Source: an optimization exercise on an open RTL-to-GDS flow (aim: a short achievable clock period and few clock cycles). Production flows keep margins and buffers that such runs may drop. Function was checked by simulation only, so behaviour that the tests miss may differ from the original. No activity file was given, so power comes from the tool's default toggle rates.

### flow/design.v
module singlecycle(
    input  logic        clk_i,
    input  logic        rst_ni,
    input  logic [31:0] io_sw_i,
    output logic [31:0] imem_addr_o,
    input  logic [31:0] imem_rdata_i,
    output logic        dmem_we_o,
    output logic [31:0] dmem_addr_o,
    output logic [31:0] dmem_wdata_o,
    input  logic [31:0] dmem_rdata_i,
    output logic [31:0] io_lcd_o,
    output logic [31:0] io_ledg_o,
    output logic [31:0] io_ledr_o,
    output logic [ 6:0] io_hex0_o,
    output logic [ 6:0] io_hex1_o,
    output logic [ 6:0] io_hex2_o,
    output logic [ 6:0] io_hex3_o,
    output logic [ 6:0] io_hex4_o,
    output logic [ 6:0] io_hex5_o,
    output logic [ 6:0] io_hex6_o,
    output logic [ 6:0] io_hex7_o
);
    logic [31:0] pc_q;
    logic        id_v_q;
    logic [31:0] id_pc_q, id_pc4_q, id_ins_q;
    logic        id_pred_q;
    logic        ex_kill_q;
    logic        ex_rd_we_q, ex_ld_q, ex_st_q;
    logic [4:0]  ex_rd_q;
    logic        ex_c_al_q, ex_c_eq_q, ex_c_ne_q, ex_c_lt_q, ex_c_ge_q, ex_c_ltu_q, ex_c_geu_q;
    logic        ex_jalr_q, ex_bu_q, ex_pred_q;
    logic [5:0]  ex_bidx_q;
    logic [63:0] bht_v_q, bht_t_q;
    logic        me_bu_q, me_btk_q;
    logic [5:0]  me_bidx_q;
    logic        ex_s_add_q, ex_s_slt_q, ex_s_sltu_q, ex_s_xor_q, ex_s_or_q, ex_s_and_q;
    logic        ex_s_sll_q, ex_s_srl_q, ex_s_sra_q, ex_s_k_q, ex_sub_q;
    logic        ex_fa_q, ex_fb_q, ex_fs_q;
    logic [31:0] ex_a_q, ex_b_q, ex_bn_q, ex_s_q, ex_k_q, ex_alt_q;
    logic        me_rd_we_q, me_ld_q, me_we_q, me_ldm_q, me_ldsw_q;
    logic [15:0] me_iowe_q, me_iord_q;    
    logic [4:0]  me_rd_q;
    logic [31:0] me_res_q, me_addr_q, me_wd_q;
    logic [31:0] rf [1:31];
    logic [31:0] iom [0:15];
    function automatic logic predict(input logic [31:0] w);
        logic same, z1, z2, t;
        same = (w[19:15] == w[24:20]);
        z1   = (w[19:15] == 5'd0);
        z2   = (w[24:20] == 5'd0);
        case (w[14:12])
            3'b000:  t = same;
            3'b001:  t = ~same;
            3'b100:  t = ~same & ~z2;
            3'b101:  t = same | z2;
            3'b110:  t = ~same & ~z2;
            3'b111:  t = same | z2;
            default: t = 1'b0;
        endcase
        predict = w[31] | t;
    endfunction
    logic [31:0] me_ld_data, me_result;
    assign dmem_addr_o  = me_addr_q;
    assign dmem_wdata_o = me_wd_q;
    assign dmem_we_o    = me_we_q;
    logic [31:0] me_io_data;
    always_comb begin
        me_io_data = 32'h0;
        for (int i = 0; i < 16; i++) me_io_data = me_io_data | ({32{me_iord_q[i]}} & iom[i]);
    end
    assign me_ld_data = ({32{me_ldm_q}}  & dmem_rdata_i)
                      | me_io_data
                      | ({32{me_ldsw_q}} & io_sw_i);
    assign me_result  = me_ld_q ? me_ld_data : me_res_q;
    always_ff @(posedge clk_i) begin
        if (!rst_ni) begin
            for (int i = 0; i < 16; i++) iom[i] <= 32'h0;
        end else begin
            for (int i = 0; i < 16; i++) if (me_iowe_q[i]) iom[i] <= me_wd_q;
        end
    end
    always_ff @(posedge clk_i) begin
        if (me_rd_we_q) rf[me_rd_q] <= me_result;
    end
    always_ff @(posedge clk_i) begin
        if (!rst_ni) bht_v_q <= 64'h0;
        else if (me_bu_q) bht_v_q[me_bidx_q] <= 1'b1;
        if (me_bu_q) bht_t_q[me_bidx_q] <= me_btk_q;
    end
    assign io_ledr_o = iom[0];
    assign io_ledg_o = iom[4];
    assign io_hex0_o = iom[8][6:0];
    assign io_hex1_o = iom[8][14:8];
    assign io_hex2_o = iom[8][22:16];
    assign io_hex3_o = iom[8][30:24];
    assign io_hex4_o = iom[9][6:0];
    assign io_hex5_o = iom[9][14:8];
    assign io_hex6_o = iom[9][22:16];
    assign io_hex7_o = iom[9][30:24];
    assign io_lcd_o  = iom[12];
    logic [31:0] m, a, b, sdat, res;
    logic [31:0] sum00, sum10, sum01, sum11, sum;
    logic        eq00, eq10, eq01, ltu00, ltu10, ltu01, lt00, lt10, lt01;
    logic        eq, lt, ltu, ex_redirect;
    logic [31:0] ex_target;
    assign m    = me_res_q;
    assign a    = ex_fa_q ? m : ex_a_q;
    assign b    = ex_fb_q ? m : ex_b_q;
    assign sdat = ex_fs_q ? m : ex_s_q;
    logic [31:0] sum01a, sum01s;
    logic        co00, co10, co01, unused_co;
    ks_add32 add00 (.a(ex_a_q), .b(ex_bn_q), .ci(ex_sub_q), .s(sum00), .co(unused_co));
    ks_add32 add10 (.a(m),      .b(ex_bn_q), .ci(ex_sub_q), .s(sum10), .co());
    ks_add32 add01a(.a(ex_a_q), .b(m),       .ci(1'b0),     .s(sum01a), .co());
    ks_add32 add01s(.a(ex_a_q), .b(~m),      .ci(1'b1),     .s(sum01s), .co());
    assign sum01 = ex_sub_q ? sum01s : sum01a;
    assign sum11 = ex_sub_q ? 32'h0 : {m[30:0], 1'b0};
    assign sum   = ex_fa_q ? (ex_fb_q ? sum11 : sum10) : (ex_fb_q ? sum01 : sum00);
    ks_add32 cmp00 (.a(ex_a_q), .b(~ex_b_q), .ci(1'b1), .s(), .co(co00));
    ks_add32 cmp10 (.a(m),      .b(~ex_b_q), .ci(1'b1), .s(), .co(co10));
    ks_add32 cmp01 (.a(ex_a_q), .b(~m),      .ci(1'b1), .s(), .co(co01));
    assign eq00  = (ex_a_q == ex_b_q);
    assign eq10  = (m == ex_b_q);
    assign eq01  = (ex_a_q == m);
    assign ltu00 = ~co00;
    assign ltu10 = ~co10;
    assign ltu01 = ~co01;
    assign lt00  = (ex_a_q[31] ^ ex_b_q[31]) ? ex_a_q[31] : ltu00;
    assign lt10  = (m[31] ^ ex_b_q[31])      ? m[31]      : ltu10;
    assign lt01  = (ex_a_q[31] ^ m[31])      ? ex_a_q[31] : ltu01;
    assign eq  = ex_fa_q ? (ex_fb_q | eq10) : (ex_fb_q ? eq01 : eq00);
    assign ltu = ex_fa_q ? (~ex_fb_q & ltu10) : (ex_fb_q ? ltu01 : ltu00);
    assign lt  = ex_fa_q ? (~ex_fb_q & lt10) : (ex_fb_q ? lt01 : lt00);
    logic [31:0] res_other;
    assign res  = ({32{ex_s_add_q}} & sum) | res_other;
    assign res_other = ({32{ex_s_slt_q}}  & {31'b0, lt})
                | ({32{ex_s_sltu_q}} & {31'b0, ltu})
                | ({32{ex_s_xor_q}}  & (a ^ b))
                | ({32{ex_s_or_q}}   & (a | b))
                | ({32{ex_s_and_q}}  & (a & b))
                | ({32{ex_s_sll_q}}  & (a << b[4:0]))
                | ({32{ex_s_srl_q}}  & (a >> b[4:0]))
                | ({32{ex_s_sra_q}}  & ((a >> b[4:0]) | ({32{a[31]}} & ~(32'hFFFFFFFF >> b[4:0]))))
                | ({32{ex_s_k_q}}    & ex_k_q);
    assign ex_redirect = ~ex_kill_q & (ex_c_al_q | (ex_c_eq_q & eq) | (ex_c_ne_q & ~eq)
                       | (ex_c_lt_q & lt) | (ex_c_ge_q & ~lt)
                       | (ex_c_ltu_q & ltu) | (ex_c_geu_q & ~ltu));
    assign ex_target = ex_jalr_q ? sum : ex_alt_q;
    always_ff @(posedge clk_i) begin
        if (!rst_ni || ex_kill_q) begin
            me_rd_we_q <= 1'b0; me_ld_q <= 1'b0; me_we_q <= 1'b0; me_iowe_q <= 16'h0;
            me_ldm_q <= 1'b0; me_iord_q <= 16'h0; me_ldsw_q <= 1'b0;
        end else begin
            me_rd_we_q <= ex_rd_we_q;
            me_ld_q    <= ex_ld_q;
            me_we_q    <= ex_st_q & (sum[15:14] == 2'b00);
            for (int i = 0; i < 16; i++) begin
                me_iowe_q[i] <= ex_st_q & (sum[15:13] == 3'b011) & ~sum[11] & (sum[5:2] == i);
                me_iord_q[i] <= ex_ld_q & (sum[15:13] == 3'b011) & ~sum[11] & (sum[5:2] == i);
            end
            me_ldm_q   <= ex_ld_q & (sum[15:14] == 2'b00);
            me_ldsw_q  <= ex_ld_q & (sum[15:13] == 3'b011) &  sum[11];
        end
        me_rd_q   <= ex_rd_q;
        me_res_q  <= res;
        me_addr_q <= sum;
        me_wd_q   <= sdat;
        me_bu_q   <= ex_bu_q & ~ex_kill_q & ~ex_c_al_q;
        me_btk_q  <= ex_pred_q ^ ex_redirect;
        me_bidx_q <= ex_bidx_q;
    end
    logic [31:0] ins;
    logic [4:0]  opc, rs1, rs2, rd;
    logic [2:0]  f3;
    logic is_lui, is_auipc, is_jal, is_jalr, is_br, is_ld, is_st, is_opi, is_op;
    logic use1, use2, wr, b_imm, stall, id_go, pred, id_jal;
    logic [31:0] immI, immS, immB, immJ, immU, imm_pc, id_sum, rs1v, rs2v;
    assign ins = id_ins_q;
    assign opc = ins[6:2];
    assign rs1 = ins[19:15];
    assign rs2 = ins[24:20];
    assign rd  = ins[11:7];
    assign f3  = ins[14:12];
    assign is_lui   = (opc == 5'b01101);
    assign is_auipc = (opc == 5'b00101);
    assign is_jal   = (opc == 5'b11011);
    assign is_jalr  = (opc == 5'b11001);
    assign is_br    = (opc == 5'b11000);
    assign is_ld    = (opc == 5'b00000);
    assign is_st    = (opc == 5'b01000);
    assign is_opi   = (opc == 5'b00100);
    assign is_op    = (opc == 5'b01100);
    assign use1 = is_jalr | is_br | is_ld | is_st | is_opi | is_op;
    assign use2 = is_br | is_st | is_op;
    assign wr   = (is_lui | is_auipc | is_jal | is_jalr | is_ld | is_opi | is_op) & (rd != 5'd0);
    assign b_imm = is_jalr | is_ld | is_st | is_opi;
    assign immI = {{20{ins[31]}}, ins[31:20]};
    assign immS = {{20{ins[31]}}, ins[31:25], ins[11:7]};
    assign immB = {{19{ins[31]}}, ins[31], ins[7], ins[30:25], ins[11:8], 1'b0};
    assign immJ = {{11{ins[31]}}, ins[31], ins[19:12], ins[20], ins[30:21], 1'b0};
    assign immU = {ins[31:12], 12'b0};
    assign imm_pc = is_br ? immB : (is_jal ? immJ : immU);
    ks_add32 idadd(.a(id_pc_q), .b(imm_pc), .ci(1'b0), .s(id_sum), .co());
    assign rs1v = (rs1 == 5'd0) ? 32'h0 : ((me_rd_we_q && me_rd_q == rs1) ? me_result : rf[rs1]);
    assign rs2v = (rs2 == 5'd0) ? 32'h0 : ((me_rd_we_q && me_rd_q == rs2) ? me_result : rf[rs2]);
    assign stall = id_v_q & ex_ld_q & ex_rd_we_q &
                   ((use1 & (ex_rd_q == rs1)) | (use2 & (ex_rd_q == rs2)));
    assign id_go = id_v_q & ~stall;
    assign id_jal = id_v_q & is_jal;
    assign pred  = is_br & id_pred_q;
    always_ff @(posedge clk_i) begin
        if (!rst_ni) ex_kill_q <= 1'b0;
        else         ex_kill_q <= ex_redirect;
        if (!rst_ni || !id_go) begin
            ex_rd_we_q <= 1'b0; ex_ld_q <= 1'b0; ex_st_q <= 1'b0;
            ex_c_al_q <= 1'b0; ex_c_eq_q <= 1'b0; ex_c_ne_q <= 1'b0; ex_c_lt_q <= 1'b0;
            ex_c_ge_q <= 1'b0; ex_c_ltu_q <= 1'b0; ex_c_geu_q <= 1'b0;
        end else begin
            ex_rd_we_q <= wr;
            ex_ld_q    <= is_ld;
            ex_st_q    <= is_st;
            ex_c_al_q  <= is_jalr;
            ex_c_eq_q  <= is_br & (pred ? (f3 == 3'b001) : (f3 == 3'b000));
            ex_c_ne_q  <= is_br & (pred ? (f3 == 3'b000) : (f3 == 3'b001));
            ex_c_lt_q  <= is_br & (pred ? (f3 == 3'b101) : (f3 == 3'b100));
            ex_c_ge_q  <= is_br & (pred ? (f3 == 3'b100) : (f3 == 3'b101));
            ex_c_ltu_q <= is_br & (pred ? (f3 == 3'b111) : (f3 == 3'b110));
            ex_c_geu_q <= is_br & (pred ? (f3 == 3'b110) : (f3 == 3'b111));
            if (is_br & pred & ((f3 == 3'b010) | (f3 == 3'b011))) ex_c_al_q <= 1'b1;
        end
        ex_jalr_q  <= is_jalr;
        ex_bu_q    <= is_br & id_go;
        ex_pred_q  <= pred;
        ex_bidx_q  <= id_pc_q[7:2];
        ex_rd_q    <= rd;
        ex_sub_q   <= is_op & ins[30] & (f3 == 3'b000);
        ex_s_add_q <= ((is_op | is_opi) & (f3 == 3'b000)) | is_ld | is_st;
        ex_s_slt_q <= (is_op | is_opi) & (f3 == 3'b010);
        ex_s_sltu_q<= (is_op | is_opi) & (f3 == 3'b011);
        ex_s_xor_q <= (is_op | is_opi) & (f3 == 3'b100);
        ex_s_or_q  <= (is_op | is_opi) & (f3 == 3'b110);
        ex_s_and_q <= (is_op | is_opi) & (f3 == 3'b111);
        ex_s_sll_q <= (is_op | is_opi) & (f3 == 3'b001);
        ex_s_srl_q <= (is_op | is_opi) & (f3 == 3'b101) & ~ins[30];
        ex_s_sra_q <= (is_op | is_opi) & (f3 == 3'b101) &  ins[30];
        ex_s_k_q   <= is_lui | is_auipc | is_jal | is_jalr;
        ex_k_q     <= is_lui ? immU : (is_auipc ? id_sum : id_pc4_q);
        ex_alt_q   <= pred ? id_pc4_q : id_sum;
        ex_fa_q    <= ex_rd_we_q & ~ex_kill_q & (ex_rd_q == rs1);
        ex_fb_q    <= ~b_imm & ex_rd_we_q & ~ex_kill_q & (ex_rd_q == rs2);
        ex_fs_q    <= ex_rd_we_q & ~ex_kill_q & (ex_rd_q == rs2);
        ex_a_q     <= rs1v;
        ex_b_q     <= b_imm ? (is_st ? immS : immI) : rs2v;
        ex_bn_q    <= b_imm ? (is_st ? immS : immI) : ((is_op & ins[30] & (f3 == 3'b000)) ? ~rs2v : rs2v);
        ex_s_q     <= rs2v;
    end
    logic [31:0] pc4, pc_pred, pc_next, if_ins, if_target;
    logic        if_pred;
    assign imem_addr_o = pc_q;
    assign if_ins = imem_rdata_i;
    assign pc4 = pc_q + 32'd4;
    assign if_pred = (if_ins[6:2] == 5'b11000) & (bht_v_q[pc_q[7:2]] ? bht_t_q[pc_q[7:2]] : predict(if_ins));
    logic [13:0] if_lo_b;
    logic [31:0] if_tb;
    logic [18:0] pc_hb, pc_hb_p, pc_hb_m;
    assign if_lo_b = {1'b0, pc_q[12:0]} + {1'b0, if_ins[31], if_ins[7], if_ins[30:25], if_ins[11:8], 1'b0};
    assign pc_hb   = pc_q[31:13];
    assign pc_hb_p = pc_q[31:13] + 19'd1;
    assign pc_hb_m = pc_q[31:13] - 19'd1;
    assign if_tb[12:0]  = if_lo_b[12:0];
    assign if_tb[31:13] = ({19{if_lo_b[13] == if_ins[31]}}  & pc_hb)
                        | ({19{if_lo_b[13] & ~if_ins[31]}}  & pc_hb_p)
                        | ({19{~if_lo_b[13] & if_ins[31]}}  & pc_hb_m);
    assign if_target = if_tb;
    assign pc_pred = if_pred ? if_target : pc4;
    always_comb begin
        if (ex_redirect) pc_next = ex_target;
        else if (stall)  pc_next = pc_q;
        else if (id_jal) pc_next = id_sum;
        else             pc_next = pc_pred;
    end
    always_ff @(posedge clk_i) begin
        if (!rst_ni) begin
            pc_q   <= 32'h0;
            id_v_q <= 1'b0;
        end else begin
            pc_q <= pc_next;
            if (ex_redirect)      id_v_q <= 1'b0;
            else if (stall)       id_v_q <= id_v_q;
            else                  id_v_q <= ~id_jal;
        end
        if (!stall) begin
            id_pc_q  <= pc_q;
            id_pc4_q <= pc4;
            id_pred_q <= if_pred;
            id_ins_q <= imem_rdata_i;
        end
    end
endmodule
module ks_add32(
    input  logic [31:0] a,
    input  logic [31:0] b,
    input  logic        ci,
    output logic [31:0] s,
    output logic        co
);
    logic [5:0][31:0] g, p;
    always_comb begin
        g[0] = a & b;
        p[0] = a ^ b;
        g[0][0] = (a[0] & b[0]) | ((a[0] ^ b[0]) & ci);
        for (int l = 0; l < 5; l++) begin
            for (int i = 0; i < 32; i++) begin
                if (i >= (1 << l)) begin
                    g[l+1][i] = g[l][i] | (p[l][i] & g[l][i - (1 << l)]);
                    p[l+1][i] = p[l][i] & p[l][i - (1 << l)];
                end else begin
                    g[l+1][i] = g[l][i];
                    p[l+1][i] = p[l][i];
                end
            end
        end
        s  = (a ^ b) ^ {g[5][30:0], ci};
        co = g[5][31];
    end
endmodule
### flow/flow/run.sh
#!/bin/bash
set -euo pipefail
bash standard.sh SETUP_SLACK_MARGIN=6.5 finish > layout.log 2>&1
### flow/standard.sh
#!/bin/bash
# synth_recipe.tcl (not shown) runs the flow's synth.tcl, then flattens the netlist and writes it again
# the make line also repeats each setting of config.mk as NAME=value (left out here)
make -C /OpenROAD-flow-scripts/flow DESIGN_CONFIG=/design/flow/config.mk WORK_HOME=/design/flow/orfs CLKGATE_MAP_FILE= SYNTH_SCRIPT=/design/flow/synth_recipe.tcl "${@:-finish}"
### flow/config.mk
export PLATFORM = sky130hd
export DESIGN_NAME = singlecycle
export DESIGN_NICKNAME = singlecycle
export VERILOG_FILES = /design/flow/design.v
export SDC_FILE = /design/flow/constraint.sdc
export NUM_CORES = 4
export LEC_CHECK = 0
export CAP_MARGIN = 20
export CORE_MARGIN = 2
export CORE_UTILIZATION = 40
export SLEW_MARGIN = 20
export TNS_END_PERCENT = 10
### flow/constraint.sdc
create_clock -name core_clock -period 10.0 [get_ports {clk_i}]
set_input_delay 2.0000 -clock core_clock [delete_from_list [all_inputs] [get_ports {clk_i}]]
set_output_delay 2.0000 -clock core_clock [all_outputs]
set_load 0.01 [all_outputs]
==> summary.txt, run 1 <==
Pwr
  – Lkg Pwr: around 0.047 uW
  – Peak supply drop: around 0.15 mV
  – Power Dens Cells: 176 mW/mm2
  – Pwr Total: around 23000 uW

Route
  – DR vias: ~86k
  – Final ANT Viol Nets: 0
  – Avg WL per Cell: between 30 and 40 um
  – Iteration-0 DRC Markers: ~11k
  – Via density: between 6 and 7
  – DRT Pass-1 Iters: 9
  – Remaining DRCs: 0
  – Wirelength, routed: 446000 um

Final layout
  – Commonest non-fill, non-tap cell in the layout: edfxtp_1
  – # fillers: between 20k and 25k
  – Commonest non-fill, non-tap cells in the layout: edfxtp_1 (1149), nor2_1 (1148), dfxtp_1 (878)
  – Final #Nets: 10.2k
  – Area grow syn2layout: 20.8%
  – Share of cells above drive strength 1: 0.225
  – Area of the multi-input gates: 0.0544 mm2
  – Sequential cell area: roughly 0.055 mm2
  – Post-Layout Cell Count: roughly 14k

STA
  – Tcrit/Tclk final: 0.452
  – Final Hold Slack: around 320 ps
  – Setup violations, final: 0
  – Fin. max-slew vios: 0
  – Setup TNS: 0 ps
  – Relative slew margins: 0.0820
  – Setup ws final: around 5500 ps
  – Final Hold Vio Count: 0
  – RSZ-0062 raised after global routing: true
  – Fmax: around 0.22 GHz
  – Worst clock skew: around 110 ps
  – Fin crit period: ~4500 ps
  – Worst Tran Pin Value: between 1000 and 1500 ps

CTS
  – CTS Buf Count: between 200 and 250
  – Clk root buf: clkbuf_16
  – CTS tree: built
  – Clock latency (worst-skew pair): 930 ps
  – CTS clk-pin slew, worst paths: ~60 ps
  – CTS H-Tree Depth: 4
  – Clock Sinks: about 2.1k
  – Clock Tree Buf Depth: 4
  – Hold bufs inserted after CTS: 0

Logic synthesis
  – Syn Nets: 9788
  – Mean Syn Cell Area: around 12 um2
  – Yosys cell types: approximately 90
  – Post-Syn Area: 0.109 mm2
  – Post-synth EDFFs: 1149
  – Post-synthesis sequential area ratio: 0.499
  – Number of synthesized register bits: 2140
  – YS warnings: 3
  – Post-synth ARST share: 0
  – Post-Synthesis Cells: 9380
  – Main flop type after synthesis: edfxtp_1

Worst hold path
  – Min-Delay Path Class: reg -> reg

Global routing
  – First-pass GRT wire length: ~600000 um
  – Vias in the first global route: approximately 80k
  – Tot GR Track Use: 0.299
  – Largest net degree at the start of global routing: about 250
  – Initial antenna violation count: 32
  – Grt ovf: 0

Floorplan
  – Boundary Pins: roughly 350
  – Chip Width: approximately 530 um
  – Chip Height: 526 um
  – Die ar.: 0.277 mm2
  – Core area: roughly 0.27 mm2
  – Num rows: approximately 190
  – Initial core utilization: 0.402

Setup path
  – Crit. End Element: register
  – Worst Path Arrival: ~5300 ps
  – Nature of the critical path startpoint: input pin
  – Worst setup path class: in -> reg
  – CP required: 10750 ps
  – Worst-path fanout max: 7

Outcome
  – Outcome: complete, no violations

Placement
  – Placed insts: about 13k
  – PortBufs: between 300 and 400
  – Final GP Congestion: about 0.94
  – Dpl hpwl: ~280000 um
  – Setup WS pre-CTS: ~3700 ps

Flow run
  – Max cap viols: 0
[metrics by stage]
| stage | utilization | instance area, um2 |
|---|---|---|
| floorplan | - | 109000 |
| global placement | 0.429 | 116000 |
| detailed placement | 0.429 | 116000 |
| CTS | 0.468 | 127000 |
| global route | 0.486 | 132000 |
| finish | 0.486 | 132000 |
[report_power, final]
| part | switching, uW | internal [uW] | total [uW] |
|---|---|---|---|
| Sequential | 288 | 9520 | 9810 |
| Clock | 3660 | 4850 | 8510 |
| Combinational | 3080 | 1820 | 4890 |
| Total | 7030 | 16200 | 23200 |
[cell usage after synthesis, types with 40 or more instances]
cell type,number,area share
a21oi_1,417,0.019
xor2_1,58,0.0047
mux2_2,67,0.0069
a211oi_1,163,0.011
a22oi_1,128,0.0088
a21o_1,83,0.0057
and2_1,48,0.0028
dfxtp_1,991,0.18
nor2_1,1226,0.042
edfxtp_1,1149,0.32
a31oi_1,60,0.0034
o21ai_0,399,0.018
a22o_1,88,0.0071
nor2b_1,41,0.0024
clkbuf_1,522,0.018
inv_1,208,0.0072
buf_2,45,0.0021
nand4_1,101,0.0058
o22ai_1,82,0.0047
mux2i_1,835,0.077
nand2b_1,42,0.0024
nand2_1,507,0.017
nor3_1,109,0.0050
a221oi_1,104,0.0084
buf_1,115,0.0040
mux4_2,529,0.11
or3_1,40,0.0023
and3_1,40,0.0023
buf_4,70,0.0048
xnor2_1,140,0.011
ha_1,302,0.035
nand3_1,100,0.0046
[metal layers]
metal / global-route usage / part of all wire / vias up / routed length (um)
li1: - / - / 36400 / -
met5: 0 / 0.00010 / - / 45
met3: 0.0539 / 0.11 / 951 / 47800
met1: 0.401 / 0.39 / 43600 / 175000
met4: 0.152 / 0.056 / 6 / 25000
met2: 0.464 / 0.45 / 5399 / 199000
[kinds of logic (layout without fill, tap and decap cells)]
group	Yosys count	in the layout	share of synthesized area
flops	2140	2140	0.499
xor+xnor	198	198	0.0159
fa+ha+maj	310	310	0.0362
other cells	0	22	0
simple gates	2372	2373	0.0951
compound gates	1933	1943	0.120
buf+inv	980	1570	0.0374
mux	1447	1448	0.197
[registers in the layout, indices dropped and copies added, names as in the netlist, 64 cells and up, named ones only]
name and count:
bht_v_q 64, rf 992, iom 512, bht_t_q 64
[final cells by class]
class | count | area share
sequential | 2140 | 0.415
multi-input combinational | 6272 | 0.413
timing repair buffer | 935 | 0.0747
clock buffer | 309 | 0.0488
tap | 3570 | 0.0339
clock inverter | 107 | 0.00733
inverter | 219 | 0.00689
antenna | 22 | 0.000418
[final timing paths]
kind / from / endpoint / slack [ps] / depth (start not counted)
min reg2reg: ex_bidx_q[2] / me_bidx_q[2] / 320 / 0
min: ex_bidx_q[2] / me_bidx_q[2] / 320 / 0
max reg2reg: id_ins_q[6] / ex_k_q[31] / 5560 / 17
max: imem_rdata_i[8] / pc_q[23] / 5480 / 21
[worst max-delay path, stage by stage]
cell      delay, ps
buf_8            80
ha_4            120
inv_2            30
fa_2            360
nor2b_2         130
o21ai_2          80
a21boi_2        170
o21ai_2          90
a211oi_2        330
o21ai_2          90
nand2b_1         70
a21o_1          120
a21o_1          180
inv_2            60
ha_4            220
a221oi_4        240
a21oi_2         100
mux2_4          290
mux2_4          250
mux2i_1         140
o22ai_1         110
[what timing repair did]
action,CTS,global route
pin swaps,104,200
setup endpoints to repair,686,1023
buffers inserted,124,183
gates resized for setup,453,720
gates cloned,9,39
Testbench counts, summed over its fixed seeds: cycles 171,293.
==> inputs of run 2 (changes only) <==
--- a/flow/design.v
+++ b/flow/design.v
@@ -24,14 +24,19 @@
     logic        id_v_q;
     logic [31:0] id_pc_q, id_pc4_q, id_ins_q;
-    logic        id_pred_q;
+    logic        id_hit_q, id_take_q;    
+    logic [8:0]  id_cls_q;
+    logic        id_use1_q, id_use2_q, id_wr_q, id_bimm_q, id_static_q;
+    logic [31:0] id_immpc_q, id_immx_q, id_immu_q;
     logic        ex_kill_q;
     logic        ex_rd_we_q, ex_ld_q, ex_st_q;
     logic [4:0]  ex_rd_q;
     logic        ex_c_al_q, ex_c_eq_q, ex_c_ne_q, ex_c_lt_q, ex_c_ge_q, ex_c_ltu_q, ex_c_geu_q;
-    logic        ex_jalr_q, ex_bu_q, ex_pred_q;
-    logic [5:0]  ex_bidx_q;
-    logic [63:0] bht_v_q, bht_t_q;
+    logic        ex_jalr_q, ex_bu_q, ex_jal_q, ex_pred_q;
+    logic [31:0] ex_pc_q, ex_btgt_q;
+    logic [31:0] btb_v_q, btb_t_q;
+    logic [24:0] btb_tag_q [0:31];
+    logic [31:0] btb_tgt_q [0:31];
     logic        me_bu_q, me_btk_q;
-    logic [5:0]  me_bidx_q;
+    logic [31:0] me_bpc_q, me_btgt_q;
     logic        ex_s_add_q, ex_s_slt_q, ex_s_sltu_q, ex_s_xor_q, ex_s_or_q, ex_s_and_q;
     logic        ex_s_sll_q, ex_s_srl_q, ex_s_sra_q, ex_s_k_q, ex_sub_q;
@@ -42,4 +47,7 @@
     logic [4:0]  me_rd_q;
     logic [31:0] me_res_q, me_addr_q, me_wd_q;
+    logic        wb_we_q;
+    logic [4:0]  wb_rd_q;
+    logic [31:0] wb_data_q;
     logic [31:0] rf [1:31];
     logic [31:0] iom [0:15];
@@ -81,10 +89,18 @@
     end
     always_ff @(posedge clk_i) begin
-        if (me_rd_we_q) rf[me_rd_q] <= me_result;
+        if (!rst_ni) wb_we_q <= 1'b0;
+        else         wb_we_q <= me_rd_we_q;
+        wb_rd_q   <= me_rd_q;
+        wb_data_q <= me_result;
+        if (wb_we_q) rf[wb_rd_q] <= wb_data_q;
     end
     always_ff @(posedge clk_i) begin
-        if (!rst_ni) bht_v_q <= 64'h0;
-        else if (me_bu_q) bht_v_q[me_bidx_q] <= 1'b1;
-        if (me_bu_q) bht_t_q[me_bidx_q] <= me_btk_q;
+        if (!rst_ni) btb_v_q <= 32'h0;
+        else if (me_bu_q) btb_v_q[me_bpc_q[6:2]] <= 1'b1;
+        if (me_bu_q) begin
+            btb_t_q[me_bpc_q[6:2]]   <= me_btk_q;
+            btb_tag_q[me_bpc_q[6:2]] <= me_bpc_q[31:7];
+            btb_tgt_q[me_bpc_q[6:2]] <= me_btgt_q;
+        end
     end
     assign io_ledr_o = iom[0];
@@ -166,7 +182,8 @@
         me_addr_q <= sum;
         me_wd_q   <= sdat;
-        me_bu_q   <= ex_bu_q & ~ex_kill_q & ~ex_c_al_q;
-        me_btk_q  <= ex_pred_q ^ ex_redirect;
-        me_bidx_q <= ex_bidx_q;
+        me_bu_q   <= (ex_bu_q | ex_jal_q) & ~ex_kill_q & ~ex_c_al_q;
+        me_btk_q  <= ex_jal_q | (ex_pred_q ^ ex_redirect);
+        me_bpc_q  <= ex_pc_q;
+        me_btgt_q <= ex_btgt_q;
     end
     logic [31:0] ins;
@@ -174,6 +191,7 @@
     logic [2:0]  f3;
     logic is_lui, is_auipc, is_jal, is_jalr, is_br, is_ld, is_st, is_opi, is_op;
-    logic use1, use2, wr, b_imm, stall, id_go, pred, id_jal;
-    logic [31:0] immI, immS, immB, immJ, immU, imm_pc, id_sum, rs1v, rs2v;
+    logic use1, use2, wr, b_imm, stall, id_go, pred, id_redirect;
+    logic [31:0] id_fix_pc;
+    logic [31:0] immU, imm_pc, id_sum, rs1v, rs2v;
     assign ins = id_ins_q;
     assign opc = ins[6:2];
@@ -182,31 +200,25 @@
     assign rd  = ins[11:7];
     assign f3  = ins[14:12];
-    assign is_lui   = (opc == 5'b01101);
-    assign is_auipc = (opc == 5'b00101);
-    assign is_jal   = (opc == 5'b11011);
-    assign is_jalr  = (opc == 5'b11001);
-    assign is_br    = (opc == 5'b11000);
-    assign is_ld    = (opc == 5'b00000);
-    assign is_st    = (opc == 5'b01000);
-    assign is_opi   = (opc == 5'b00100);
-    assign is_op    = (opc == 5'b01100);
-    assign use1 = is_jalr | is_br | is_ld | is_st | is_opi | is_op;
-    assign use2 = is_br | is_st | is_op;
-    assign wr   = (is_lui | is_auipc | is_jal | is_jalr | is_ld | is_opi | is_op) & (rd != 5'd0);
-    assign b_imm = is_jalr | is_ld | is_st | is_opi;
-    assign immI = {{20{ins[31]}}, ins[31:20]};
-    assign immS = {{20{ins[31]}}, ins[31:25], ins[11:7]};
-    assign immB = {{19{ins[31]}}, ins[31], ins[7], ins[30:25], ins[11:8], 1'b0};
-    assign immJ = {{11{ins[31]}}, ins[31], ins[19:12], ins[20], ins[30:21], 1'b0};
-    assign immU = {ins[31:12], 12'b0};
-    assign imm_pc = is_br ? immB : (is_jal ? immJ : immU);
+    assign {is_lui, is_auipc, is_jal, is_jalr, is_br, is_ld, is_st, is_opi, is_op} = id_cls_q;
+    assign use1 = id_use1_q;
+    assign use2 = id_use2_q;
+    assign wr   = id_wr_q;
+    assign b_imm = id_bimm_q;
+    assign immU = id_immu_q;
+    assign imm_pc = id_immpc_q;
     ks_add32 idadd(.a(id_pc_q), .b(imm_pc), .ci(1'b0), .s(id_sum), .co());
-    assign rs1v = (rs1 == 5'd0) ? 32'h0 : ((me_rd_we_q && me_rd_q == rs1) ? me_result : rf[rs1]);
-    assign rs2v = (rs2 == 5'd0) ? 32'h0 : ((me_rd_we_q && me_rd_q == rs2) ? me_result : rf[rs2]);
+    logic [31:0] rf1, rf2;
+    assign rf1  = (wb_we_q && wb_rd_q == rs1) ? wb_data_q : rf[rs1];
+    assign rf2  = (wb_we_q && wb_rd_q == rs2) ? wb_data_q : rf[rs2];
+    assign rs1v = (rs1 == 5'd0) ? 32'h0 : ((me_rd_we_q && me_rd_q == rs1) ? me_result : rf1);
+    assign rs2v = (rs2 == 5'd0) ? 32'h0 : ((me_rd_we_q && me_rd_q == rs2) ? me_result : rf2);
     assign stall = id_v_q & ex_ld_q & ex_rd_we_q &
                    ((use1 & (ex_rd_q == rs1)) | (use2 & (ex_rd_q == rs2)));
     assign id_go = id_v_q & ~stall;
-    assign id_jal = id_v_q & is_jal;
-    assign pred  = is_br & id_pred_q;
+    assign id_redirect = id_v_q & ~stall &
+                         (id_take_q ? ~(is_br | is_jal)
+                                    : (is_jal | (is_br & ~id_hit_q & id_static_q)));
+    assign id_fix_pc = (is_br | is_jal) ? id_sum : id_pc4_q;
+    assign pred  = is_br & (id_hit_q ? id_take_q : id_static_q);
     always_ff @(posedge clk_i) begin
         if (!rst_ni) ex_kill_q <= 1'b0;
@@ -231,6 +243,8 @@
         ex_jalr_q  <= is_jalr;
         ex_bu_q    <= is_br & id_go;
+        ex_jal_q   <= is_jal & id_go;
         ex_pred_q  <= pred;
-        ex_bidx_q  <= id_pc_q[7:2];
+        ex_pc_q    <= id_pc_q;
+        ex_btgt_q  <= id_sum;
         ex_rd_q    <= rd;
         ex_sub_q   <= is_op & ins[30] & (f3 == 3'b000);
@@ -251,31 +265,37 @@
         ex_fs_q    <= ex_rd_we_q & ~ex_kill_q & (ex_rd_q == rs2);
         ex_a_q     <= rs1v;
-        ex_b_q     <= b_imm ? (is_st ? immS : immI) : rs2v;
-        ex_bn_q    <= b_imm ? (is_st ? immS : immI) : ((is_op & ins[30] & (f3 == 3'b000)) ? ~rs2v : rs2v);
+        ex_b_q     <= b_imm ? id_immx_q : rs2v;
+        ex_bn_q    <= b_imm ? id_immx_q : ((is_op & ins[30] & (f3 == 3'b000)) ? ~rs2v : rs2v);
         ex_s_q     <= rs2v;
     end
-    logic [31:0] pc4, pc_pred, pc_next, if_ins, if_target;
-    logic        if_pred;
+    logic [31:0] pc4, pc_pred, pc_next;
     assign imem_addr_o = pc_q;
-    assign if_ins = imem_rdata_i;
     assign pc4 = pc_q + 32'd4;
-    assign if_pred = (if_ins[6:2] == 5'b11000) & (bht_v_q[pc_q[7:2]] ? bht_t_q[pc_q[7:2]] : predict(if_ins));
-    logic [13:0] if_lo_b;
-    logic [31:0] if_tb;
-    logic [18:0] pc_hb, pc_hb_p, pc_hb_m;
-    assign if_lo_b = {1'b0, pc_q[12:0]} + {1'b0, if_ins[31], if_ins[7], if_ins[30:25], if_ins[11:8], 1'b0};
-    assign pc_hb   = pc_q[31:13];
-    assign pc_hb_p = pc_q[31:13] + 19'd1;
-    assign pc_hb_m = pc_q[31:13] - 19'd1;
-    assign if_tb[12:0]  = if_lo_b[12:0];
-    assign if_tb[31:13] = ({19{if_lo_b[13] == if_ins[31]}}  & pc_hb)
-                        | ({19{if_lo_b[13] & ~if_ins[31]}}  & pc_hb_p)
-                        | ({19{~if_lo_b[13] & if_ins[31]}}  & pc_hb_m);
-    assign if_target = if_tb;
-    assign pc_pred = if_pred ? if_target : pc4;
+    logic [31:0] w;
+    logic [4:0]  wop;
+    logic [8:0]  w_cls;
+    logic        w_lui, w_auipc, w_jal, w_jalr, w_br, w_ld, w_st, w_opi, w_op;
+    assign w   = imem_rdata_i;
+    assign wop = w[6:2];
+    assign w_lui   = (wop == 5'b01101);
+    assign w_auipc = (wop == 5'b00101);
+    assign w_jal   = (wop == 5'b11011);
+    assign w_jalr  = (wop == 5'b11001);
+    assign w_br    = (wop == 5'b11000);
+    assign w_ld    = (wop == 5'b00000);
+    assign w_st    = (wop == 5'b01000);
+    assign w_opi   = (wop == 5'b00100);
+    assign w_op    = (wop == 5'b01100);
+    assign w_cls   = {w_lui, w_auipc, w_jal, w_jalr, w_br, w_ld, w_st, w_opi, w_op};
+    logic [4:0]  if_idx;
+    logic        if_hit, if_take;
+    assign if_idx  = pc_q[6:2];
+    assign if_hit  = btb_v_q[if_idx] & (btb_tag_q[if_idx] == pc_q[31:7]);
+    assign if_take = if_hit & btb_t_q[if_idx];
+    assign pc_pred = if_take ? btb_tgt_q[if_idx] : pc4;
     always_comb begin
         if (ex_redirect) pc_next = ex_target;
         else if (stall)  pc_next = pc_q;
-        else if (id_jal) pc_next = id_sum;
+        else if (id_redirect) pc_next = id_fix_pc;
         else             pc_next = pc_pred;
     end
@@ -288,10 +308,22 @@
             if (ex_redirect)      id_v_q <= 1'b0;
             else if (stall)       id_v_q <= id_v_q;
-            else                  id_v_q <= ~id_jal;
+            else                  id_v_q <= ~id_redirect;
         end
         if (!stall) begin
             id_pc_q  <= pc_q;
             id_pc4_q <= pc4;
-            id_pred_q <= if_pred;
+            id_hit_q  <= if_hit;
+            id_cls_q  <= w_cls;
+            id_use1_q <= w_jalr | w_br | w_ld | w_st | w_opi | w_op;
+            id_use2_q <= w_br | w_st | w_op;
+            id_wr_q   <= (w_lui | w_auipc | w_jal | w_jalr | w_ld | w_opi | w_op) & (w[11:7] != 5'd0);
+            id_bimm_q <= w_jalr | w_ld | w_st | w_opi;
+            id_static_q <= predict(w);
+            id_immpc_q <= w_br  ? {{19{w[31]}}, w[31], w[7], w[30:25], w[11:8], 1'b0}
+                        : w_jal ? {{11{w[31]}}, w[31], w[19:12], w[20], w[30:21], 1'b0}
+                        :         {w[31:12], 12'b0};
+            id_immx_q  <= w_st ? {{20{w[31]}}, w[31:25], w[11:7]} : {{20{w[31]}}, w[31:20]};
+            id_immu_q  <= {w[31:12], 12'b0};
+            id_take_q <= if_take;
             id_ins_q <= imem_rdata_i;
         end
==> flow/flow/run.sh (replaced) <==
#!/bin/bash
set -euo pipefail
bash standard.sh SETUP_SLACK_MARGIN=6.5 MATCH_CELL_FOOTPRINT=0 \
  "BUFFER_PORTS_ARGS=-buffer_cell sky130_fd_sc_hd__buf_4" finish > layout.log 2>&1
--- a/flow/config.mk
+++ b/flow/config.mk
@@ -10,3 +10,2 @@
 export CORE_UTILIZATION = 40
 export SLEW_MARGIN = 20
-export TNS_END_PERCENT = 10
==> summary.txt, run 2 <==
CTS
  – Clk root buf: clkbuf_16
  – Clock latency (worst-skew pair): 1040 ps (+110 ps)
  – CTS tree: built
  – CTS Buf Count: 418 (+83%)
  – CTS clk-pin slew, worst paths: 70 ps (about the same)
  – Clock Tree Buf Depth: 4 (unchanged)
  – Clock Sinks: 4106 (+92%)
  – CTS H-Tree Depth: 5 (+1)

Logic synthesis
  – Main flop type after synthesis: edfxtp_1
  – Area contributors post-synth: edfxtp_1 (50%), mux4_2 (13%), dfxtp_1 (12%)
  – Syn Nets: 12.6k (+28%)
  – Most frequent cells after synthesis: edfxtp_1 (2986), nor2_1 (1243), dfxtp_1 (1120)
  – Post-Synthesis Cells: 12.2k (+30%)
  – Number of synthesized register bits: 4106 (+92%)
  – Leading area contributor after synthesis: edfxtp_1
  – Post-synth ARST share: 0 (unchanged)
  – Mean Syn Cell Area: 14.8 um2 (+27%)
  – Post-synth EDFFs: 2986 (+160%)
  – Post-synth top area share: 0.498 (+0.181)
  – Yosys cell types: 91 (-1.1%)
  – Post-synthesis sequential area ratio: 0.622 (+0.124)
  – Post-Syn Area: 0.180 mm2 (+65%)
  – Count leader, synth: edfxtp_1
  – YS warnings: 3 (unchanged)

Setup path
  – CP max-delay cell: or4_4
  – Worst-path cell chain: buf_16 -> buf_4 -> mux4_2 -> a22oi_2 -> nand4_1 -> xor2_2 -> or4_4 -> nor3_4 -> buf_12 -> nand2_8 -> or4_1 -> a31oi_1 -> a211oi_2
  – Worst R2R End: pc_q[2]
  – Worst-path fanout max: 8 (+1)
  – Worst setup path class: reg -> reg
  – Crit path buf inv count: 3 (unchanged)
  – Setup slack, reg-to-reg: 5840 ps (+280 ps)
  – Instance count on the critical path: 13 (-38%)
  – Path depth of the worst reg2reg path: 13 (-4)
  – Critical Path End: pc_q[2]
  – Crit. End Element: register
  – Max incr delay on CP: 610 ps (+250 ps)
  – CP required: 10870 ps (+120 ps)
  – Worst Path Arrival: 5030 ps (-250 ps)
  – CP top delay family: simple AND/OR/NAND/NOR gates
  – Nature of the critical path startpoint: register

STA
  – Fmax: 0.241 GHz (+8.8%)
  – Tcrit/Tclk final: 0.416 (-0.0366)
  – RSZ-0062 raised after global routing: true
  – Setup violations, final: 0 (unchanged)
  – Final Hold Vio Count: 0 (unchanged)
  – Worst Tran Pin Value: 1190 ps (-192 ps)
  – Relative slew margins: 0.202 (+0.120)
  – Setup TNS: 0 ps (unchanged)
  – Fin crit period: 4160 ps (-366 ps)
  – Fin. max-slew vios: 0 (unchanged)
  – Worst clock skew: 73.5 ps (-36.3 ps)
  – Setup ws final: 5840 ps (+366 ps)

Route
  – DR vias: 118k (+37%)
  – Remaining DRCs: 0 (unchanged)
  – Metal3 WL: 64500 um (+35%)
  – DRT Pass-1 Iters: 8 (-1)
  – DR top layer: met5
  – Final ANT Viol Nets: 0 (unchanged)
  – Iteration-0 DRC Markers: 16.4k (+43%)
  – Routed wl met2: 286000 um (+44%)
  – Met1 Wirelength: 254000 um (+45%)
  – Via density: 6.11 (-4.1%)
  – Avg WL per Cell: 33.0 um (+0.39%)
  – Wirelength, routed: 639000 um (+43%)

Global routing
  – Initial antenna violation count: 65 (+100%)
  – Tot GR Track Use: 0.272 (-0.0271)
  – First-pass GRT wire length: 880000 um (+46%)
  – Grt ovf: 0 (unchanged)
  – Vias in the first global route: 112k (+38%)
  – Largest net degree at the start of global routing: 173 (-30%)

Final layout
  – Final core occ: 0.482 (-0.00397)
  – Commonest non-fill, non-tap cells in the layout: edfxtp_1 (2986), nor2_1 (1158), mux4_2 (1063)
  – Max reg flops: 1024 (+3.2%)
  – # fillers: 38.3k (+61%)
  – Commonest non-fill, non-tap cell in the layout: edfxtp_1
  – Final #Nets: 13.4k (+31%)
  – Final Cell Area: 0.216 mm2 (+64%)
  – Share of cells above drive strength 1: 0.306 (+0.0805)
  – Area grow syn2layout: 20.1%

Floorplan
  – Chip Width: 675 um (+28%)
  – Core area: 0.449 mm2 (+66%)
  – Chip Height: 675 um (+28%)
  – Num rows: 246 (+29%)
  – Boundary Pins: 347 (unchanged)
  – Die ar.: 0.456 mm2 (+65%)
  – Initial core utilization: 0.401 (-0.00100)

Outcome
  – Outcome: complete, no violations

Placement
  – Final GP Congestion: 0.972 (+2.9%)
  – Dpl hpwl: 383000 um (+37%)
  – Setup WS pre-CTS: 4280 ps (+568 ps)
  – PortBufs: 344 (unchanged)
  – Cell Area, Placed: 0.190 mm2 (+64%)

Pwr
  – Peak supply drop: 0.160 mV (+6.3%)
  – Lkg Pwr: 0.0732 uW (+56%)
  – Power Dens Cells: 195 mW/mm2 (+10%)
  – Pwr Total: 42100 uW (+82%)

Worst hold path
  – Hold Crit Depth: 0 (unchanged)
  – Min-Delay Path Class: reg -> reg

Flow run
  – Max cap viols: 0 (unchanged)
==> run 2: changes by cell type after synthesis, sizes merged, moves of 41 or more <==
cell / before / now
buf: 235 / 276
clkbuf: 523 / 606
mux2i: 836 / 932
dfxtp: 991 / 1120
mux4: 544 / 1063
inv: 212 / 293
edfxtp: 1149 / 2986
a22oi: 128 / 204
a211oi: 164 / 96
==> run 2: metal layers <==
layer / vias to the layer above / track usage
met2: 6586 / 0.413
met3: 1290 / 0.0529
li1: 49100 / -
met4: 18 / 0.132
met1: 61300 / 0.376
met5: - / 0
==> run 2: stage by stage <==
step / instances / hold WS, ps
after floorplan: 12200 / 310
after global placement: 17900 / 310
after detailed placement: 17900 / 312
after CTS: 19200 / 317
after global routing: 19400 / 326
final: 19400 / 321
==> run 2: timing repair <==
| item | in CTS | in global routing |
|---|---|---|
| pin swaps | 172 | 145 |
| resized for setup | 1237 | 304 |
| endpoints found under the setup margin | 1862 | 1000 |
| cloned | 41 | 15 |
| hold buffers | 0 | 0 |
| buffers inserted | 433 | 148 |
| hold endpoints to repair | 0 | 0 |
==> run 2: report_power, final <==
part	switching [uW]	leakage, uW	internal, uW
Combinational	4000	0.0299	2810
Clock	6870	0.00695	9350
Sequential	524	0.0363	18600
==> run 2: cells by family (layout without fill, tap and decap cells) <==
kind of cell | Yosys count | after routing | synth area share
flip-flops | 4106 | 4106 | 0.622
AND/OR/NAND/NOR | 2425 | 2430 | 0.0588
multiplexers | 2088 | 2088 | 0.191
AO/OA/AOI/OAI | 1845 | 1845 | 0.0690
buffers and inverters | 1180 | 2396 | 0.0274
adder cells (fa/ha/maj) | 293 | 293 | 0.0206
XOR/XNOR | 233 | 233 | 0.0113
other | 0 | 32 | 0
==> run 2: worst min-delay path by stage <==
stage	startpoint	end	slack, ps
finish	ex_pc_q[6]	me_bpc_q[6]	320
global route	ex_pc_q[3]	me_bpc_q[3]	330
CTS	ex_pc_q[6]	me_bpc_q[6]	320
detailed placement	ex_btgt_q[25]	me_btgt_q[25]	310
global placement	ex_btgt_q[3]	me_btgt_q[3]	310
floorplan	ex_pc_q[10]	me_bpc_q[10]	310
==> run 2: cell type report <==
class	count	area, um2	share of cell area
flip-flops and latches	4106	113000	0.521
diodes	32	80.1	0.000370
multi-input cells	6889	67100	0.310
repair buffers	1310	13500	0.0625
clock buffers	584	11900	0.0549
clock inverters	203	2350	0.0109
repair inverters	1	11.3	0.0000521
well taps	5952	7450	0.0344
inverters	298	1200	0.00553
Testbench counts of run 2, summed over its fixed seeds: cycles 174,045.
==> inputs of run 3 (changes only) <==
--- a/flow/design.v
+++ b/flow/design.v
@@ -24,5 +24,7 @@
     logic        id_v_q;
     logic [31:0] id_pc_q, id_pc4_q, id_ins_q;
-    logic        id_hit_q, id_take_q;    
+    logic        id_hit_q, id_t_q, id_take_q;
+    logic [25:0] id_tag_q;
+    logic [31:0] id_rs1oh_q, id_rs2oh_q;    
     logic [8:0]  id_cls_q;
     logic        id_use1_q, id_use2_q, id_wr_q, id_bimm_q, id_static_q;
@@ -33,8 +35,9 @@
     logic        ex_c_al_q, ex_c_eq_q, ex_c_ne_q, ex_c_lt_q, ex_c_ge_q, ex_c_ltu_q, ex_c_geu_q;
     logic        ex_jalr_q, ex_bu_q, ex_jal_q, ex_pred_q;
+    logic        ex_f_eq_q, ex_f_ne_q, ex_f_lt_q, ex_f_ge_q, ex_f_ltu_q, ex_f_geu_q;   
     logic [31:0] ex_pc_q, ex_btgt_q;
-    logic [31:0] btb_v_q, btb_t_q;
-    logic [24:0] btb_tag_q [0:31];
-    logic [31:0] btb_tgt_q [0:31];
+    logic [15:0] btb_v_q, btb_t_q;
+    logic [25:0] btb_tag_q [0:15];
+    logic [31:0] btb_tgt_q [0:15];
     logic        me_bu_q, me_btk_q;
     logic [31:0] me_bpc_q, me_btgt_q;
@@ -96,10 +99,10 @@
     end
     always_ff @(posedge clk_i) begin
-        if (!rst_ni) btb_v_q <= 32'h0;
-        else if (me_bu_q) btb_v_q[me_bpc_q[6:2]] <= 1'b1;
+        if (!rst_ni) btb_v_q <= 16'h0;
+        else if (me_bu_q) btb_v_q[me_bpc_q[5:2]] <= 1'b1;
         if (me_bu_q) begin
-            btb_t_q[me_bpc_q[6:2]]   <= me_btk_q;
-            btb_tag_q[me_bpc_q[6:2]] <= me_bpc_q[31:7];
-            btb_tgt_q[me_bpc_q[6:2]] <= me_btgt_q;
+            btb_t_q[me_bpc_q[5:2]]   <= me_btk_q;
+            btb_tag_q[me_bpc_q[5:2]] <= me_bpc_q[31:6];
+            btb_tgt_q[me_bpc_q[5:2]] <= me_btgt_q;
         end
     end
@@ -125,7 +128,12 @@
     assign sdat = ex_fs_q ? m : ex_s_q;
     logic [31:0] sum01a, sum01s;
-    logic        co00, co10, co01, unused_co;
-    ks_add32 add00 (.a(ex_a_q), .b(ex_bn_q), .ci(ex_sub_q), .s(sum00), .co(unused_co));
-    ks_add32 add10 (.a(m),      .b(ex_bn_q), .ci(ex_sub_q), .s(sum10), .co());
+    logic        unused_co;
+    logic [31:0] sum00a, sum00s, sum10a, sum10s;
+    ks_add32 add00a(.a(ex_a_q), .b(ex_bn_q), .ci(1'b0), .s(sum00a), .co(unused_co));
+    ks_add32 add00s(.a(ex_a_q), .b(ex_bn_q), .ci(1'b1), .s(sum00s), .co());
+    ks_add32 add10a(.a(m),      .b(ex_bn_q), .ci(1'b0), .s(sum10a), .co());
+    ks_add32 add10s(.a(m),      .b(ex_bn_q), .ci(1'b1), .s(sum10s), .co());
+    assign sum00 = ex_sub_q ? sum00s : sum00a;
+    assign sum10 = ex_sub_q ? sum10s : sum10a;
     ks_add32 add01a(.a(ex_a_q), .b(m),       .ci(1'b0),     .s(sum01a), .co());
     ks_add32 add01s(.a(ex_a_q), .b(~m),      .ci(1'b1),     .s(sum01s), .co());
@@ -133,13 +141,10 @@
     assign sum11 = ex_sub_q ? 32'h0 : {m[30:0], 1'b0};
     assign sum   = ex_fa_q ? (ex_fb_q ? sum11 : sum10) : (ex_fb_q ? sum01 : sum00);
-    ks_add32 cmp00 (.a(ex_a_q), .b(~ex_b_q), .ci(1'b1), .s(), .co(co00));
-    ks_add32 cmp10 (.a(m),      .b(~ex_b_q), .ci(1'b1), .s(), .co(co10));
-    ks_add32 cmp01 (.a(ex_a_q), .b(~m),      .ci(1'b1), .s(), .co(co01));
+    cmp_ltu32 cmp00 (.a(ex_a_q), .b(ex_b_q), .lt(ltu00));
+    cmp_ltu32 cmp10 (.a(m),      .b(ex_b_q), .lt(ltu10));
+    cmp_ltu32 cmp01 (.a(ex_a_q), .b(m),      .lt(ltu01));
     assign eq00  = (ex_a_q == ex_b_q);
     assign eq10  = (m == ex_b_q);
     assign eq01  = (ex_a_q == m);
-    assign ltu00 = ~co00;
-    assign ltu10 = ~co10;
-    assign ltu01 = ~co01;
     assign lt00  = (ex_a_q[31] ^ ex_b_q[31]) ? ex_a_q[31] : ltu00;
     assign lt10  = (m[31] ^ ex_b_q[31])      ? m[31]      : ltu10;
@@ -163,4 +168,7 @@
                        | (ex_c_ltu_q & ltu) | (ex_c_geu_q & ~ltu));
     assign ex_target = ex_jalr_q ? sum : ex_alt_q;
+    logic ex_taken;
+    assign ex_taken = (ex_f_eq_q & eq) | (ex_f_ne_q & ~eq) | (ex_f_lt_q & lt) | (ex_f_ge_q & ~lt)
+                    | (ex_f_ltu_q & ltu) | (ex_f_geu_q & ~ltu);
     always_ff @(posedge clk_i) begin
         if (!rst_ni || ex_kill_q) begin
@@ -183,5 +191,5 @@
         me_wd_q   <= sdat;
         me_bu_q   <= (ex_bu_q | ex_jal_q) & ~ex_kill_q & ~ex_c_al_q;
-        me_btk_q  <= ex_jal_q | (ex_pred_q ^ ex_redirect);
+        me_btk_q  <= ex_jal_q | ex_taken;
         me_bpc_q  <= ex_pc_q;
         me_btgt_q <= ex_btgt_q;
@@ -208,17 +216,28 @@
     assign imm_pc = id_immpc_q;
     ks_add32 idadd(.a(id_pc_q), .b(imm_pc), .ci(1'b0), .s(id_sum), .co());
-    logic [31:0] rf1, rf2;
-    assign rf1  = (wb_we_q && wb_rd_q == rs1) ? wb_data_q : rf[rs1];
-    assign rf2  = (wb_we_q && wb_rd_q == rs2) ? wb_data_q : rf[rs2];
-    assign rs1v = (rs1 == 5'd0) ? 32'h0 : ((me_rd_we_q && me_rd_q == rs1) ? me_result : rf1);
-    assign rs2v = (rs2 == 5'd0) ? 32'h0 : ((me_rd_we_q && me_rd_q == rs2) ? me_result : rf2);
+    logic [31:0] rf1r, rf2r, rf1, rf2;
+    always_comb begin
+        rf1r = 32'h0;
+        rf2r = 32'h0;
+        for (int i = 1; i < 32; i++) begin
+            rf1r = rf1r | ({32{id_rs1oh_q[i]}} & rf[i]);
+            rf2r = rf2r | ({32{id_rs2oh_q[i]}} & rf[i]);
+        end
+    end
+    assign rf1  = (wb_we_q && wb_rd_q == rs1) ? wb_data_q : rf1r;
+    assign rf2  = (wb_we_q && wb_rd_q == rs2) ? wb_data_q : rf2r;
+    assign rs1v = (me_rd_we_q && me_rd_q == rs1) ? me_result : rf1;
+    assign rs2v = (me_rd_we_q && me_rd_q == rs2) ? me_result : rf2;
     assign stall = id_v_q & ex_ld_q & ex_rd_we_q &
                    ((use1 & (ex_rd_q == rs1)) | (use2 & (ex_rd_q == rs2)));
     assign id_go = id_v_q & ~stall;
-    assign id_redirect = id_v_q & ~stall &
-                         (id_take_q ? ~(is_br | is_jal)
-                                    : (is_jal | (is_br & ~id_hit_q & id_static_q)));
-    assign id_fix_pc = (is_br | is_jal) ? id_sum : id_pc4_q;
-    assign pred  = is_br & (id_hit_q ? id_take_q : id_static_q);
+    logic tag_ok, hit, brt, want;
+    assign tag_ok = (id_tag_q == id_pc_q[31:6]);
+    assign hit    = id_hit_q & tag_ok;
+    assign brt    = hit ? id_t_q : id_static_q;
+    assign want   = is_jal | (is_br & brt);
+    assign id_redirect = id_v_q & ~stall & ((want ^ id_take_q) | (id_take_q & ~hit));
+    assign id_fix_pc = want ? id_sum : id_pc4_q;
+    assign pred  = is_br & brt;
     always_ff @(posedge clk_i) begin
         if (!rst_ni) ex_kill_q <= 1'b0;
@@ -245,4 +264,10 @@
         ex_jal_q   <= is_jal & id_go;
         ex_pred_q  <= pred;
+        ex_f_eq_q  <= f3 == 3'b000;
+        ex_f_ne_q  <= f3 == 3'b001;
+        ex_f_lt_q  <= f3 == 3'b100;
+        ex_f_ge_q  <= f3 == 3'b101;
+        ex_f_ltu_q <= f3 == 3'b110;
+        ex_f_geu_q <= f3 == 3'b111;
         ex_pc_q    <= id_pc_q;
         ex_btgt_q  <= id_sum;
@@ -288,10 +313,21 @@
     assign w_op    = (wop == 5'b01100);
     assign w_cls   = {w_lui, w_auipc, w_jal, w_jalr, w_br, w_ld, w_st, w_opi, w_op};
-    logic [4:0]  if_idx;
-    logic        if_hit, if_take;
-    assign if_idx  = pc_q[6:2];
-    assign if_hit  = btb_v_q[if_idx] & (btb_tag_q[if_idx] == pc_q[31:7]);
-    assign if_take = if_hit & btb_t_q[if_idx];
-    assign pc_pred = if_take ? btb_tgt_q[if_idx] : pc4;
+    logic [3:0]  if_idx;
+    logic        if_hit, if_t, if_take;
+    assign if_idx  = pc_q[5:2];
+    logic [15:0] if_sel, if_hits;
+    logic [31:0] if_tgt;
+    always_comb begin
+        if_tgt = 32'h0;
+        for (int i = 0; i < 16; i++) begin
+            if_sel[i]  = (pc_q[5:2] == i);
+            if_hits[i] = if_sel[i] & btb_v_q[i] & (btb_tag_q[i][7:0] == pc_q[13:6]);
+            if_tgt     = if_tgt | ({32{if_sel[i]}} & btb_tgt_q[i]);
+        end
+    end
+    assign if_hit  = |if_hits;
+    assign if_t    = |(if_sel & btb_t_q);
+    assign if_take = |(if_hits & btb_t_q);
+    assign pc_pred = if_take ? if_tgt : pc4;
     always_comb begin
         if (ex_redirect) pc_next = ex_target;
@@ -314,4 +350,10 @@
             id_pc4_q <= pc4;
             id_hit_q  <= if_hit;
+            id_t_q    <= if_t;
+            id_tag_q  <= btb_tag_q[if_idx];
+            for (int i = 0; i < 32; i++) begin
+                id_rs1oh_q[i] <= (i != 0) && (w[19:15] == i);
+                id_rs2oh_q[i] <= (i != 0) && (w[24:20] == i);
+            end
             id_cls_q  <= w_cls;
             id_use1_q <= w_jalr | w_br | w_ld | w_st | w_opi | w_op;
@@ -357,2 +399,34 @@
     end
 endmodule
+module cmp_ltu32(
+    input  logic [31:0] a,
+    input  logic [31:0] b,
+    output logic        lt
+);
+    logic [31:0] l0, e0;
+    logic [15:0] l1, e1;
+    logic [7:0]  l2, e2;
+    logic [3:0]  l3, e3;
+    logic [1:0]  l4, e4;
+    always_comb begin
+        l0 = ~a & b;
+        e0 = ~(a ^ b);
+        for (int i = 0; i < 16; i++) begin
+            l1[i] = l0[2*i+1] | (e0[2*i+1] & l0[2*i]);
+            e1[i] = e0[2*i+1] & e0[2*i];
+        end
+        for (int i = 0; i < 8; i++) begin
+            l2[i] = l1[2*i+1] | (e1[2*i+1] & l1[2*i]);
+            e2[i] = e1[2*i+1] & e1[2*i];
+        end
+        for (int i = 0; i < 4; i++) begin
+            l3[i] = l2[2*i+1] | (e2[2*i+1] & l2[2*i]);
+            e3[i] = e2[2*i+1] & e2[2*i];
+        end
+        for (int i = 0; i < 2; i++) begin
+            l4[i] = l3[2*i+1] | (e3[2*i+1] & l3[2*i]);
+            e4[i] = e3[2*i+1] & e3[2*i];
+        end
+        lt = l4[1] | (e4[1] & l4[0]);
+    end
+endmodule
==> flow/flow/run.sh (replaced) <==
#!/bin/bash
set -euo pipefail
bash standard.sh SETUP_SLACK_MARGIN=6.5 MATCH_CELL_FOOTPRINT=0 \
  "BUFFER_PORTS_ARGS=-buffer_cell sky130_fd_sc_hd__buf_4" PLACE_DENSITY=0.70 finish > layout.log 2>&1
==> summary.txt, run 3 <==
Final layout
  – Commonest non-fill, non-tap cells in the layout: edfxtp_1 (2163), nor2_1 (972), dfxtp_1 (866)
  – Final #Nets: 12.4k (-7.9%)
  – Share of cells above drive strength 1: 0.208 (-0.0980)
  – Max reg flops: 992 (-3.1%)
  – Commonest non-fill, non-tap cell in the layout: edfxtp_1
  – Final core occ: 0.477 (-0.00475)
  – Area grow syn2layout: 18.7%
  – Post-Layout Cell Count: 17.0k (-12%)

Logic synthesis
  – Number of synthesized register bits: 3257 (-21%)
  – Count leader, synth: edfxtp_1
  – Area contributors post-synth: edfxtp_1 (45%), dfxtp_1 (15%), mux2i_1 (4.7%)
  – YS warnings: 4 (+1)
  – Mean Syn Cell Area: 12.5 um2 (-15%)
  – Post-synthesis sequential area ratio: 0.607 (-0.0154)
  – Post-Syn Area: 0.143 mm2 (-21%)
  – Post-synth EDFFs: 2163 (-28%)
  – Post-Synthesis Cells: 11.4k (-6.2%)
  – Main flop type after synthesis: edfxtp_1
  – Yosys cell types: 106 (+16%)
  – Post-synth top area share: 0.454 (-0.0439)
  – Post-synth ARST share: 0 (unchanged)
  – Leading area contributor after synthesis: edfxtp_1
  – Most frequent cells after synthesis: edfxtp_1 (2163), dfxtp_1 (1094), nor2_1 (1034)
  – Syn Nets: 11.8k (-5.7%)

STA
  – Setup violations, final: 0 (unchanged)
  – Fin crit period: 3810 ps (-347 ps)
  – Tcrit/Tclk final: 0.381 (-0.0347)
  – Worst Tran Pin Value: 1490 ps (+308 ps)
  – Final Hold Vio Count: 0 (unchanged)
  – Relative slew margins: -0.00483 (-0.206)
  – Fmax: 0.263 GHz (+9.1%)
  – Setup TNS: 0 ps (unchanged)
  – Final Hold Slack: 310 ps (-10.8 ps)
  – Fin. max-slew vios: 1 (+1)
  – RSZ-0062 raised after global routing: true
  – Worst clock skew: 144 ps (+70.5 ps)

Setup path
  – Setup slack, reg-to-reg: 6190 ps (+350 ps)
  – CP top delay family: compound AO/OA/AOI/OAI gates
  – Worst-path cell chain: buf_12 -> ha_4 -> fa_2 -> nand2b_4 -> a2111o_1 -> a211oi_4 -> buf_12 -> a2111oi_4 -> buf_4 -> a21boi_4 -> o21ai_4 -> and2_4 -> o31a_1 -> nand4_1 -> a311oi_2
  – CP max-delay cell: nand4_1
  – CP required: 10870 ps (about the same)
  – CP dominant cell by count: buf_12
  – Nature of the critical path startpoint: register
  – Worst setup path class: reg -> reg
  – R2R Path Start: me_res_q[0]
  – Worst Path Arrival: 4680 ps (-350 ps)
  – Crit path buf inv count: 3 (unchanged)
  – Worst-path fanout max: 5 (-3)
  – Crit. End Element: register
  – Setup crit start: me_res_q[0]
  – Max incr delay on CP: 500 ps (-110 ps)

Pwr
  – Lkg Pwr: 0.0586 uW (-20%)
  – Power Dens Cells: 197 mW/mm2 (+1.3%)
  – Peak supply drop: 0.181 mV (+14%)

CTS
  – Clock latency (worst-skew pair): 1000 ps (-40 ps)
  – CTS clk-pin slew, worst paths: 60 ps (about the same)
  – Clock Sinks: 3257 (-21%)
  – CTS Buf Count: 333 (-20%)
  – CTS H-Tree Depth: 5 (unchanged)
  – Clock Tree Buf Depth: 4 (unchanged)
  – Hold bufs inserted after CTS: 0 (unchanged)
  – CTS tree: built
  – Clk root buf: clkbuf_16

Floorplan
  – Chip Height: 602 um (-11%)
  – Chip Width: 602 um (-11%)
  – Initial core utilization: 0.402 (+0.000685)
  – Die ar.: 0.363 mm2 (-20%)
  – Num rows: 219 (-11%)
  – Boundary Pins: 347 (unchanged)
  – Core area: 0.356 mm2 (-21%)

Route
  – Final ANT Viol Nets: 0 (unchanged)
  – Via density: 6.77 (+11%)
  – Wirelength, routed: 619000 um (-3.2%)
  – Avg WL per Cell: 36.4 um (+10%)
  – DR vias: 115k (-2.7%)
  – DRT Pass-1 Iters: 14 (+6)
  – Iteration-0 DRC Markers: 22.9k (+40%)
  – Remaining DRCs: 0 (unchanged)

Outcome
  – Outcome: failed layout checks
  – SO Faults: max-capacitance violations, max-slew violations

Global routing
  – Met2 Resource Use GR: 0.463 (+0.0502)
  – Initial antenna violation count: 68 (+4.6%)
  – Global routing usage on met3: 0.121 (+0.0677)
  – Largest net degree at the start of global routing: 186 (+7.5%)
  – Tot GR Track Use: 0.326 (+0.0540)
  – Grt met1 use: 0.416 (+0.0405)
  – Grt ovf: 0 (unchanged)
  – First-pass GRT wire length: 840000 um (-4.5%)
  – GR peak layer: met2
  – Vias in the first global route: 107k (-5.2%)

Placement
  – Placed insts: 16.0k (-11%)
  – Dpl hpwl: 359000 um (-6.3%)
  – PortBufs: 344 (unchanged)
  – Final GP Congestion: 1.02 (+4.7%)

Worst hold path
  – Min-delay src: ex_pc_q[8]
  – Min-Delay Path Class: reg -> reg

Flow run
  – Max cap viols: 1 (+1)
-- run 3: changes by cell type in the layout (fill, tap and decap cells not counted), sizes merged, moves of 67 or more --
cell    delta
clkbuf   -144
a22o     +329
mux2i    -256
xnor2    +134
edfxtp   -823
nor2     -207
mux4     -933
nand2     -69
nand4    +192
a21oi     -78
nor3      +67
a22oi    +383
a221oi   +332
buf      -262
-- run 3: through the flow --
| step | total power (uW) | instance area (um2) | setup slack, ps |
|---|---|---|---|
| 3_3_place_gp | 19800 | 151000 | 4580 |
| 5_1_grt | 34200 | 170000 | 6170 |
| 2_1_floorplan | 17700 | 143000 | 5870 |
| 3_5_place_dp | 19900 | 151000 | 4580 |
| 4_1_cts | 33000 | 168000 | 6240 |
| 6_report | 33500 | 170000 | 6190 |
-- run 3: what timing repair did --
action,CTS,global route
hold endpoints to repair,0,0
pin swaps,139,119
endpoints found under the setup margin,745,456
cloned,22,2
gates resized for setup,897,241
setup buffers,247,90
-- run 3: where the power goes --
part	switching, uW	total, uW	internal [uW]	leakage, uW
clock	5500	12800	7280	0.00539
sequential	476	15200	14700	0.0295
combinational	3590	5540	1950	0.0237
total	9570	33500	24000	0.0586
-- run 3: layout make-up --
class / count / area (um2)
Timing Repair Buffer: 1025 / 9140
Clock inverter: 154 / 1790
Fill cell: 31000 / 186000
Inverter: 301 / 1210
Multi-Input combinational cell: 7017 / 55100
Sequential cell: 3257 / 87400
Tap cell: 4751 / 5940
Clock buffer: 463 / 9300
Antenna cell: 32 / 80.1
-- run 3: final timing paths --
check | to | cells after the start
hold / removal | me_bpc_q[8] | 0
hold reg to reg | me_bpc_q[8] | 0
setup reg to reg | pc_q[30] | 15
setup / recovery | pc_q[30] | 15
-- run 3: kinds of logic after synthesis --
kind of cell,share of synthesized area
compound gates,0.153
xor+xnor,0.0214
fa+ha+maj,0.0288
buf+inv,0.0323
flops,0.607
mux,0.0753
simple gates,0.0822
-- run 3: routing by layer --
layer	part of all wire	vias to the layer above
met1	0.35	56200
met5	0.00072	-
met2	0.41	10800
met3	0.16	2498
met4	0.081	66
li1	-	45500
Testbench counts of run 3, summed over its fixed seeds: cycles 174,690.

-- afterwards: timing with drivers on the ports --
The flow's constraints put no driver on any port. The routed layouts listed below were extracted and timed again, unchanged, in two steps.
Step 1: set_driving_cell puts a clkbuf_16 on clk_i and a buf_2 on each other input, an assumption about the parent block.
Step 2 times the ports against the registers' clock, not the clock port: input delays grow and output delays shrink by t, the midpoint of the rising clock arrivals with the driver on.
Slacks: no drivers / after step 1 / after step 2; pairs: no drivers / after step 1.
run | t (ns) | slack for setup (ns) | worst hold slack (ns)
run 1 | 0.970 | 5.478 / 5.515 / 4.545 | 0.324 / 0.324 / 0.324
run 2 | 1.112 | 5.844 / 5.844 / 4.838 | 0.321 / 0.321 / 0.321
run 3 | 1.043 | 6.191 / 6.191 / 5.301 | 0.310 / 0.310 / 0.310
The setup slack of run 2, which loses most, moves by 0.000 ns with the drivers and by -1.006 ns with both steps.
